From an optimization exercise on the open Yosys and OpenROAD flow, aimed at small area, a short achievable clock period and few clock cycles per item; shortcuts taken in it are not production practice. Function not checked in this run: the RTL went through the layout flow alone.

File: design/flow/design.v
module mat_mul_sub_add_all_parallel_16bit(
    input logic clk,
    input logic reset,
    input logic chipselect,
    input logic read,
    input logic write,
    input logic [7:0] address,   
    input logic [31:0] writedata,
    output logic [31:0] readdata
);
logic start_bit; 
logic busy_bit;     
logic done_bit;     
logic signed [15:0] A [0:15];  
logic signed [15:0] B [0:15];
logic signed [31:0] SUM [0:15];   
logic signed [31:0] DIFF [0:15];   
logic signed [31:0] PROD [0:15];  
logic signed [31:0] prod_accum [0:15];   
typedef enum logic [1:0] {LOAD_AB, RUN, DONE} state_t;
state_t state, nextstate;
logic [2:0] k;  
always_ff @(posedge clk or posedge reset) 
    begin
        if (reset) 
        begin
            start_bit <= 1'b0;
            busy_bit <= 1'b0;
            done_bit <= 1'b0;
            state <= LOAD_AB;
            k <= 3'd0;
            for (int idx = 0; idx < 16; idx++) 
            begin
                A[idx] <= 16'd0;
                B[idx] <= 16'd0;
                SUM[idx] <= 32'd0;
                DIFF[idx] <= 32'd0;
                PROD[idx] <= 32'd0;
                prod_accum[idx] <= 32'd0;
            end
        end else begin
            state <= nextstate;
            if (chipselect && write) 
            begin
                case (address)
                    8'd0: A[0] <= writedata[15:0];
                    8'd1: A[1] <= writedata[15:0];
                    8'd2: A[2] <= writedata[15:0];
                    8'd3: A[3] <= writedata[15:0];
                    8'd4: A[4] <= writedata[15:0];
                    8'd5: A[5] <= writedata[15:0];
                    8'd6: A[6] <= writedata[15:0];
                    8'd7: A[7] <= writedata[15:0];
                    8'd8: A[8] <= writedata[15:0];
                    8'd9: A[9] <= writedata[15:0];
                    8'd10: A[10] <= writedata[15:0];
                    8'd11: A[11] <= writedata[15:0];
                    8'd12: A[12] <= writedata[15:0];
                    8'd13: A[13] <= writedata[15:0];
                    8'd14: A[14] <= writedata[15:0];
                    8'd15: A[15] <= writedata[15:0];
                    8'd16: B[0] <= writedata[15:0];
                    8'd17: B[1] <= writedata[15:0];
                    8'd18: B[2] <= writedata[15:0];
                    8'd19: B[3] <= writedata[15:0];
                    8'd20: B[4] <= writedata[15:0];
                    8'd21: B[5] <= writedata[15:0];
                    8'd22: B[6] <= writedata[15:0];
                    8'd23: B[7] <= writedata[15:0];
                    8'd24: B[8] <= writedata[15:0];
                    8'd25: B[9] <= writedata[15:0];
                    8'd26: B[10] <= writedata[15:0];
                    8'd27: B[11] <= writedata[15:0];
                    8'd28: B[12] <= writedata[15:0];
                    8'd29: B[13] <= writedata[15:0];
                    8'd30: B[14] <= writedata[15:0];
                    8'd31: B[15] <= writedata[15:0];
                    8'd80: begin
                        start_bit <= writedata[0];
                    end
                    default: ;
                endcase
            end
            case (state)
                LOAD_AB: 
                begin
                    busy_bit <= 1'b0;  
                    if (start_bit) 
                    begin
                        busy_bit <= 1'b1;
                        done_bit <= 1'b0;
                        k <= 3'd0;
                        SUM[0] <= A[0] + B[0];
                        SUM[1] <= A[1] + B[1];
                        SUM[2] <= A[2] + B[2];
                        SUM[3] <= A[3] + B[3];
                        SUM[4] <= A[4] + B[4];
                        SUM[5] <= A[5] + B[5];
                        SUM[6] <= A[6] + B[6];
                        SUM[7] <= A[7] + B[7];
                        SUM[8] <= A[8] + B[8];
                        SUM[9] <= A[9] + B[9];
                        SUM[10] <= A[10] + B[10];
                        SUM[11] <= A[11] + B[11];
                        SUM[12] <= A[12] + B[12];
                        SUM[13] <= A[13] + B[13];
                        SUM[14] <= A[14] + B[14];
                        SUM[15] <= A[15] + B[15];
                        DIFF[0] <= A[0] - B[0];   
                        DIFF[1] <= A[1] - B[1];
                        DIFF[2] <= A[2] - B[2];
                        DIFF[3] <= A[3] - B[3];
                        DIFF[4] <= A[4] - B[4];
                        DIFF[5] <= A[5] - B[5];
                        DIFF[6] <= A[6] - B[6];
                        DIFF[7] <= A[7] - B[7];
                        DIFF[8] <= A[8] - B[8];
                        DIFF[9] <= A[9] - B[9];
                        DIFF[10] <= A[10] - B[10];
                        DIFF[11] <= A[11] - B[11];
                        DIFF[12] <= A[12] - B[12];
                        DIFF[13] <= A[13] - B[13];
                        DIFF[14] <= A[14] - B[14];
                        DIFF[15] <= A[15] - B[15];
                        prod_accum[0] <= 32'd0;   
                        prod_accum[1] <= 32'd0;   
                        prod_accum[2] <= 32'd0;  
                        prod_accum[3] <= 32'd0;  
                        prod_accum[5] <= 32'd0;  
                        prod_accum[4] <= 32'd0;  
                        prod_accum[6] <= 32'd0;  
                        prod_accum[7] <= 32'd0;
                        prod_accum[8] <= 32'd0;
                        prod_accum[9] <= 32'd0;
                        prod_accum[10] <= 32'd0;
                        prod_accum[11] <= 32'd0;
                        prod_accum[12] <= 32'd0;
                        prod_accum[13] <= 32'd0;
                        prod_accum[14] <= 32'd0;
                        prod_accum[15] <= 32'd0;
                        start_bit <= 1'b0;
                    end
                end
                RUN: 
                begin
                    if (k != 3'd4)   
                    begin
                        prod_accum[0]  <= prod_accum[0]  + (A[k[1:0]] * B[(k[1:0]*4) + 0]);  
                        prod_accum[1]  <= prod_accum[1]  + (A[k[1:0]] * B[(k[1:0]*4) + 1]);  
                        prod_accum[2]  <= prod_accum[2]  + (A[k[1:0]] * B[(k[1:0]*4) + 2]);  
                        prod_accum[3]  <= prod_accum[3]  + (A[k[1:0]] * B[(k[1:0]*4) + 3]);  
                        prod_accum[4]  <= prod_accum[4]  + (A[4 + k[1:0]] * B[(k[1:0]*4) + 0]);  
                        prod_accum[5]  <= prod_accum[5]  + (A[4 + k[1:0]] * B[(k[1:0]*4) + 1]);  
                        prod_accum[6]  <= prod_accum[6]  + (A[4 + k[1:0]] * B[(k[1:0]*4) + 2]);  
                        prod_accum[7]  <= prod_accum[7]  + (A[4 + k[1:0]] * B[(k[1:0]*4) + 3]);  
                        prod_accum[8]  <= prod_accum[8]  + (A[8 + k[1:0]] * B[(k[1:0]*4) + 0]);  
                        prod_accum[9]  <= prod_accum[9]  + (A[8 + k[1:0]] * B[(k[1:0]*4) + 1]);  
                        prod_accum[10] <= prod_accum[10] + (A[8 + k[1:0]] * B[(k[1:0]*4) + 2]);  
                        prod_accum[11] <= prod_accum[11] + (A[8 + k[1:0]] * B[(k[1:0]*4) + 3]);  
                        prod_accum[12] <= prod_accum[12] + (A[12 + k[1:0]] * B[(k[1:0]*4) + 0]);  
                        prod_accum[13] <= prod_accum[13] + (A[12 + k[1:0]] * B[(k[1:0]*4) + 1]);  
                        prod_accum[14] <= prod_accum[14] + (A[12 + k[1:0]] * B[(k[1:0]*4) + 2]);  
                        prod_accum[15] <= prod_accum[15] + (A[12 + k[1:0]] * B[(k[1:0]*4) + 3]);  
                        k <= k + 3'd1;   
                    end else 
                    begin
                        PROD[0] <= prod_accum[0][31:0];
                        PROD[1] <= prod_accum[1][31:0];
                        PROD[2] <= prod_accum[2][31:0];
                        PROD[3] <= prod_accum[3][31:0];
                        PROD[4] <= prod_accum[4][31:0];
                        PROD[5] <= prod_accum[5][31:0];
                        PROD[6] <= prod_accum[6][31:0];
                        PROD[7] <= prod_accum[7][31:0];
                        PROD[8] <= prod_accum[8][31:0];
                        PROD[9] <= prod_accum[9][31:0];
                        PROD[10] <= prod_accum[10][31:0];
                        PROD[11] <= prod_accum[11][31:0];
                        PROD[12] <= prod_accum[12][31:0];
                        PROD[13] <= prod_accum[13][31:0];
                        PROD[14] <= prod_accum[14][31:0];
                        PROD[15] <= prod_accum[15][31:0];
                        busy_bit <= 1'b0;   
                        done_bit <= 1'b1;   
                        k <= 3'd0;
                    end
                end
                DONE: begin
                end
                default: ;
            endcase
        end
    end
    always_comb begin
        nextstate = state;
        case (state)
            LOAD_AB: begin
                if (start_bit)
                    nextstate = RUN;
            end
            RUN: begin
                if (k == 3'd4)
                    nextstate = DONE;
            end
            DONE: begin
                if (start_bit)
                    nextstate = LOAD_AB;
            end
        endcase
    end
    always_comb begin
        readdata = 32'd0;
        if (chipselect && read) 
        begin
            case (address)
                8'd32: readdata = SUM[0];
                8'd33: readdata = SUM[1];
                8'd34: readdata = SUM[2];
                8'd35: readdata = SUM[3];
                8'd36: readdata = SUM[4];
                8'd37: readdata = SUM[5];
                8'd38: readdata = SUM[6];
                8'd39: readdata = SUM[7];
                8'd40: readdata = SUM[8];
                8'd41: readdata = SUM[9];
                8'd42: readdata = SUM[10];
                8'd43: readdata = SUM[11];
                8'd44: readdata = SUM[12];
                8'd45: readdata = SUM[13];
                8'd46: readdata = SUM[14];
                8'd47: readdata = SUM[15];
                8'd48: readdata = DIFF[0];
                8'd49: readdata = DIFF[1];
                8'd50: readdata = DIFF[2];
                8'd51: readdata = DIFF[3];
                8'd52: readdata = DIFF[4];
                8'd53: readdata = DIFF[5];
                8'd54: readdata = DIFF[6];
                8'd55: readdata = DIFF[7];
                8'd56: readdata = DIFF[8];
                8'd57: readdata = DIFF[9];
                8'd58: readdata = DIFF[10];
                8'd59: readdata = DIFF[11];
                8'd60: readdata = DIFF[12];
                8'd61: readdata = DIFF[13];
                8'd62: readdata = DIFF[14];
                8'd63: readdata = DIFF[15];
                8'd64: readdata = PROD[0];
                8'd65: readdata = PROD[1];
                8'd66: readdata = PROD[2];
                8'd67: readdata = PROD[3];
                8'd68: readdata = PROD[4];
                8'd69: readdata = PROD[5];
                8'd70: readdata = PROD[6];
                8'd71: readdata = PROD[7];
                8'd72: readdata = PROD[8];
                8'd73: readdata = PROD[9];
                8'd74: readdata = PROD[10];
                8'd75: readdata = PROD[11];
                8'd76: readdata = PROD[12];
                8'd77: readdata = PROD[13];
                8'd78: readdata = PROD[14];
                8'd79: readdata = PROD[15];
                8'd81: readdata = {30'd0, busy_bit | start_bit, done_bit & ~start_bit};  
                default: readdata = 32'd0;
            endcase
        end
    end
endmodule
File: design/flow/run.sh
#!/bin/bash
# synth_recipe.tcl (not shown) runs the flow's synth.tcl, then flattens the netlist and writes it again
# the make line also repeats each setting of config.mk as NAME=value (left out here)
make -C /OpenROAD-flow-scripts/flow DESIGN_CONFIG=/design/flow/config.mk WORK_HOME=/design/flow/orfs CLKGATE_MAP_FILE= SYNTH_SCRIPT=/design/flow/synth_recipe.tcl finish
File: design/flow/config.mk
export PLATFORM = sky130hd
export DESIGN_NAME = mat_mul_sub_add_all_parallel_16bit
export DESIGN_NICKNAME = mat_mul_sub_add_all_parallel_16bit
export VERILOG_FILES = /design/flow/design.v
export SDC_FILE = /design/flow/constraint.sdc
export NUM_CORES = 8
export LEC_CHECK = 0
export CAP_MARGIN = 20
export CORE_MARGIN = 2
export CORE_UTILIZATION = 40
export SLEW_MARGIN = 20
File: design/flow/constraint.sdc
create_clock -name core_clock -period 12.0 [get_ports {clk}]
set_input_delay 2.4000 -clock core_clock [delete_from_list [all_inputs] [get_ports {clk}]]
set_output_delay 2.4000 -clock core_clock [all_outputs]
set_load 0.01 [all_outputs]
==> summary.md <==
| Metric | Value |
|---|---|
| Status | complete, no violations |
| DR pass1 iterations | 8 |
| Worst Tran Pin Value | 1.34 ns |
| Max cap viols | 0 |
| RePlAce Congestion | 1.04 |
| Mean post-synth cell area | 9.27 um^2 |
| Min-Delay Path Class | flip-flop to flip-flop |
| Arr. time, crit path | 12.22 ns |
| Drt wl/cell | 33.5 um |
| CTS Buffer Depth | 4 |
| Crit Path Max Fanout | 46 |
| Horiz. Die Dim | 834 um |
| Critical path's largest stage delay | 0.89 ns |
| Detailed Route WL | 1310 mm |
| Most numerous cell in the Yosys netlist | inv_1 |
| Cell Area, Synth | 0.275 mm^2 |
| Synthesized net count | 36600 |
| Post-synth ARST share | 100% |
| Design area | 0.305 mm^2 |
| Routed vias | 226000 |
| Hold Crit Start | SUM[5][3]$_DFFE_PP0P_ |
| Worst R2R Setup Slack | 0.73 ns |
| Top-area cell type share of the netlist area | 34.2% |
| Crit path max-delay family | adder cells |
| Synth Flop Type | dfrtp_1 |
| 1st-iter DRT viols | 28300 |
| Cells on Worst Hold Path | 2 |
| Grt total ovfl | 0 |
| CP most frequent cell | fa_1 |
| Rows | 304 |
| Global-route wire length before repair | 1820 mm |
| Via/cell ratio | 5.76 |
| Post-CTS sizing | 0 |
| TritonCTS buffer count | 296 |
| PortBufs | 60 |
| All-layer global routing usage | 37.8% |
| Critical path class | flip-flop to flip-flop |
| Clock tree sinks | 2072 |
| Warnings, synthesis | 7 |
| Antenna-violating nets left | 0 |
| CTS Hold Bufs | 0 |
| Fmax | 88.7 MHz |
| Clk root buf | clkbuf_16 |
| CP endpoint kind | flip-flop |
| Post-Syn Instances | 29700 |
| Largest net degree at the start of global routing | 151 |
| Post-CTS setup buffer count | 0 |
| IO Pins | 77 |
| Vias in the first global route | 223000 |
| Placed inst area | 0.295 mm^2 |
| Final Cycle Share | 93.9% |
| Yosys reg bits | 2072 |
| Share of post-route cells with drive strength above 1 | 9.41% |
| Post-route DRC | 0 |
| Worst flop-to-flop path endpoint | prod_accum[7][28]$_DFFE_PP0P_ |
| Final core utilization | 44.5% |
| TNS Setup | 0 ns |
| Synth area leaders | fa_1, dfrtp_1, ha_1 |
| H-tree depth | 5 |
| Crit path buffers/inverters | 9 |
| Critical path launch point | k[0]$_DFFE_PP0P_ |
| RSZ-0062 raised after global routing | no |
| Initial antenna violation count | 118 |
| Skew final | 0.139 ns |
| Max-slew violation count | 0 |
| EDFF count, synth | 0 |
| Max stage delay cell, worst path | a31o_2 |
| Setup Viol. Count Final | 0 |
| Cell taking the most area after synthesis | fa_1 |
| Die Ht | 834 um |
| Yosys cell types | 85 |
| Slew HR | 10.2% |
| Layout area overhead | 10.9% |
| Crit path launch type | flip-flop |
| CTS tree | yes |
| R2R depth | 31 |
| Dpl hpwl | 1030 mm |
| Commonest cells in the synthesized netlist | inv_1, fa_1, nand2_1, nor2_1, ha_1 |
| Worst-skew pair later-pin latency | 1.10 ns |
| Starting Density | 40.2% |
| Core ar. | 0.686 mm^2 |
| Hold endpoint | SUM[5][3]$_DFFE_PP0P_ |
| Worst flop-to-flop path startpoint | k[0]$_DFFE_PP0P_ |
| Tmin final | 11.27 ns |
| Sequential share of the synthesized area | 18.8% |
| Die area | 0.695 mm^2 |
| Final hold vios | 0 |
| WP data required | 12.94 ns |
| Fin nets | 36500 |
| Clk pin slew, worst setup/hold paths | 0.06 ns |
==> cell families after synthesis <==
group           Yosys count  synth area share (%)
fa+ha+maj              6793                  43.7
buf+inv                7444                  10.1
compound gates         4139                  9.75
flops                  2072                  18.8
simple gates           7532                  11.3
mux                     821                  3.34
xor+xnor                919                  2.92
==> flip-flops by register name (all words and copies together) (netlist names) <==
signal,flops
SUM,263
PROD,512
A,256
k,3
done_bit,1
state,2
DIFF,265
busy_bit,1
start_bit,1
prod_accum,512
B,256
==> worst register-to-register path, delay by kind of cell, from the launching register on <==
kind            cells  cell delay (ns)
compound gates      8             2.86
xor+xnor            1             0.16
fa+ha+maj           8             4.25
buf+inv             9             2.09
flops               1             0.47
simple gates        5             1.30
==> worst max path at each step <==
stage	cells after the start	to	slack, ns
after floorplan	1	A[0][0]$_DFFE_PP0P_	-19.17
after global placement	31	prod_accum[1][29]$_DFFE_PP0P_	1.35
after detailed placement	31	prod_accum[11][29]$_DFFE_PP0P_	1.27
after CTS	31	prod_accum[11][29]$_DFFE_PP0P_	1.21
after global routing	32	prod_accum[11][31]$_DFFE_PP0P_	0.61
final	31	prod_accum[7][28]$_DFFE_PP0P_	0.73
==> through the flow <==
step / instances / setup slack (ns) / hold WS (ns)
2_1_floorplan: 29700 / -19.17 / 0.439
3_3_place_gp: 38600 / 1.35 / 0.450
3_5_place_dp: 38600 / 1.27 / 0.456
4_1_cts: 39100 / 1.21 / 0.469
5_1_grt: 39100 / 0.608 / 0.483
6_report: 39200 / 0.727 / 0.472
==> layout make-up <==
class	count	area, um^2
Inverter	5947	22300
Clock inverter	138	2070
Clock buffer	399	8390
Sequential cell	2072	51800
Timing Repair Buffer	1170	10800
Tap cell	9180	11500
Antenna cell	106	265
Multi-Input combinational cell	20200	198000
Fill cell	66100	380000
==> cells in the final DEF, fill, tap and decap left out, types with 58 or more instances in the layout <==
master           count
a211oi_1            82
a21o_1             199
a21oi_1            686
a221oi_1           163
a22o_1             178
a22oi_1            422
a31o_2              86
a31oi_4             89
and3_1             176
buf_12             147
buf_4              958
clkbuf_16          303
clkdlybuf4s50_1     59
dfrtp_1           2072
diode_2            106
fa_1              4704
ha_1              2083
inv_1             5941
mux2_2             783
nand2_1           3533
nand2b_1           117
nand3_1            287
nand4_1             91
nor2_1            2596
nor2b_1            122
nor3_1             188
o211ai_1            64
o21a_1              58
o21ai_0           1351
o21bai_1           119
o31ai_1            122
or3_1              116
xnor2_1            600
xor2_1             319
==> per-layer routing <==
layer	up-vias	routed length [um]	track usage, %
li1	92800	-	-
met1	116000	527000	51.8
met2	14500	502000	49.8
met3	2699	170000	13.1
met4	66	113000	25.6
met5	-	439	0

-- separate check: timing with driven ports --
No port has a modelled driver above. Below, the same layout with a new extraction and two added sets of constraints.
Step 1 (the two cells are an assumption about what drives the block):
set clk [get_ports {clk}]
set_driving_cell -lib_cell sky130_fd_sc_hd__clkbuf_16 $clk
set_driving_cell -lib_cell sky130_fd_sc_hd__buf_2 [delete_from_list [all_inputs] $clk]
Step 2, shift: input delay + t, output delay - t, t = (earliest + latest rising clock arrival at the registers) / 2. This alone moves slack from input paths to output paths.
a / b / c = no drivers / after step 1 / after step 2; a / b = the first two.
t, ns: 1.172
setup WS [ns]: 0.727 / 0.727 / 0.727
hold WS [ns]: 0.472 / 0.472 / 0.472
worst setup path at the end: register to register
After both steps this run still meets setup and hold. For this run, drivers alone change the setup slack by 0.000 ns; drivers and shift together by 0.000 ns.
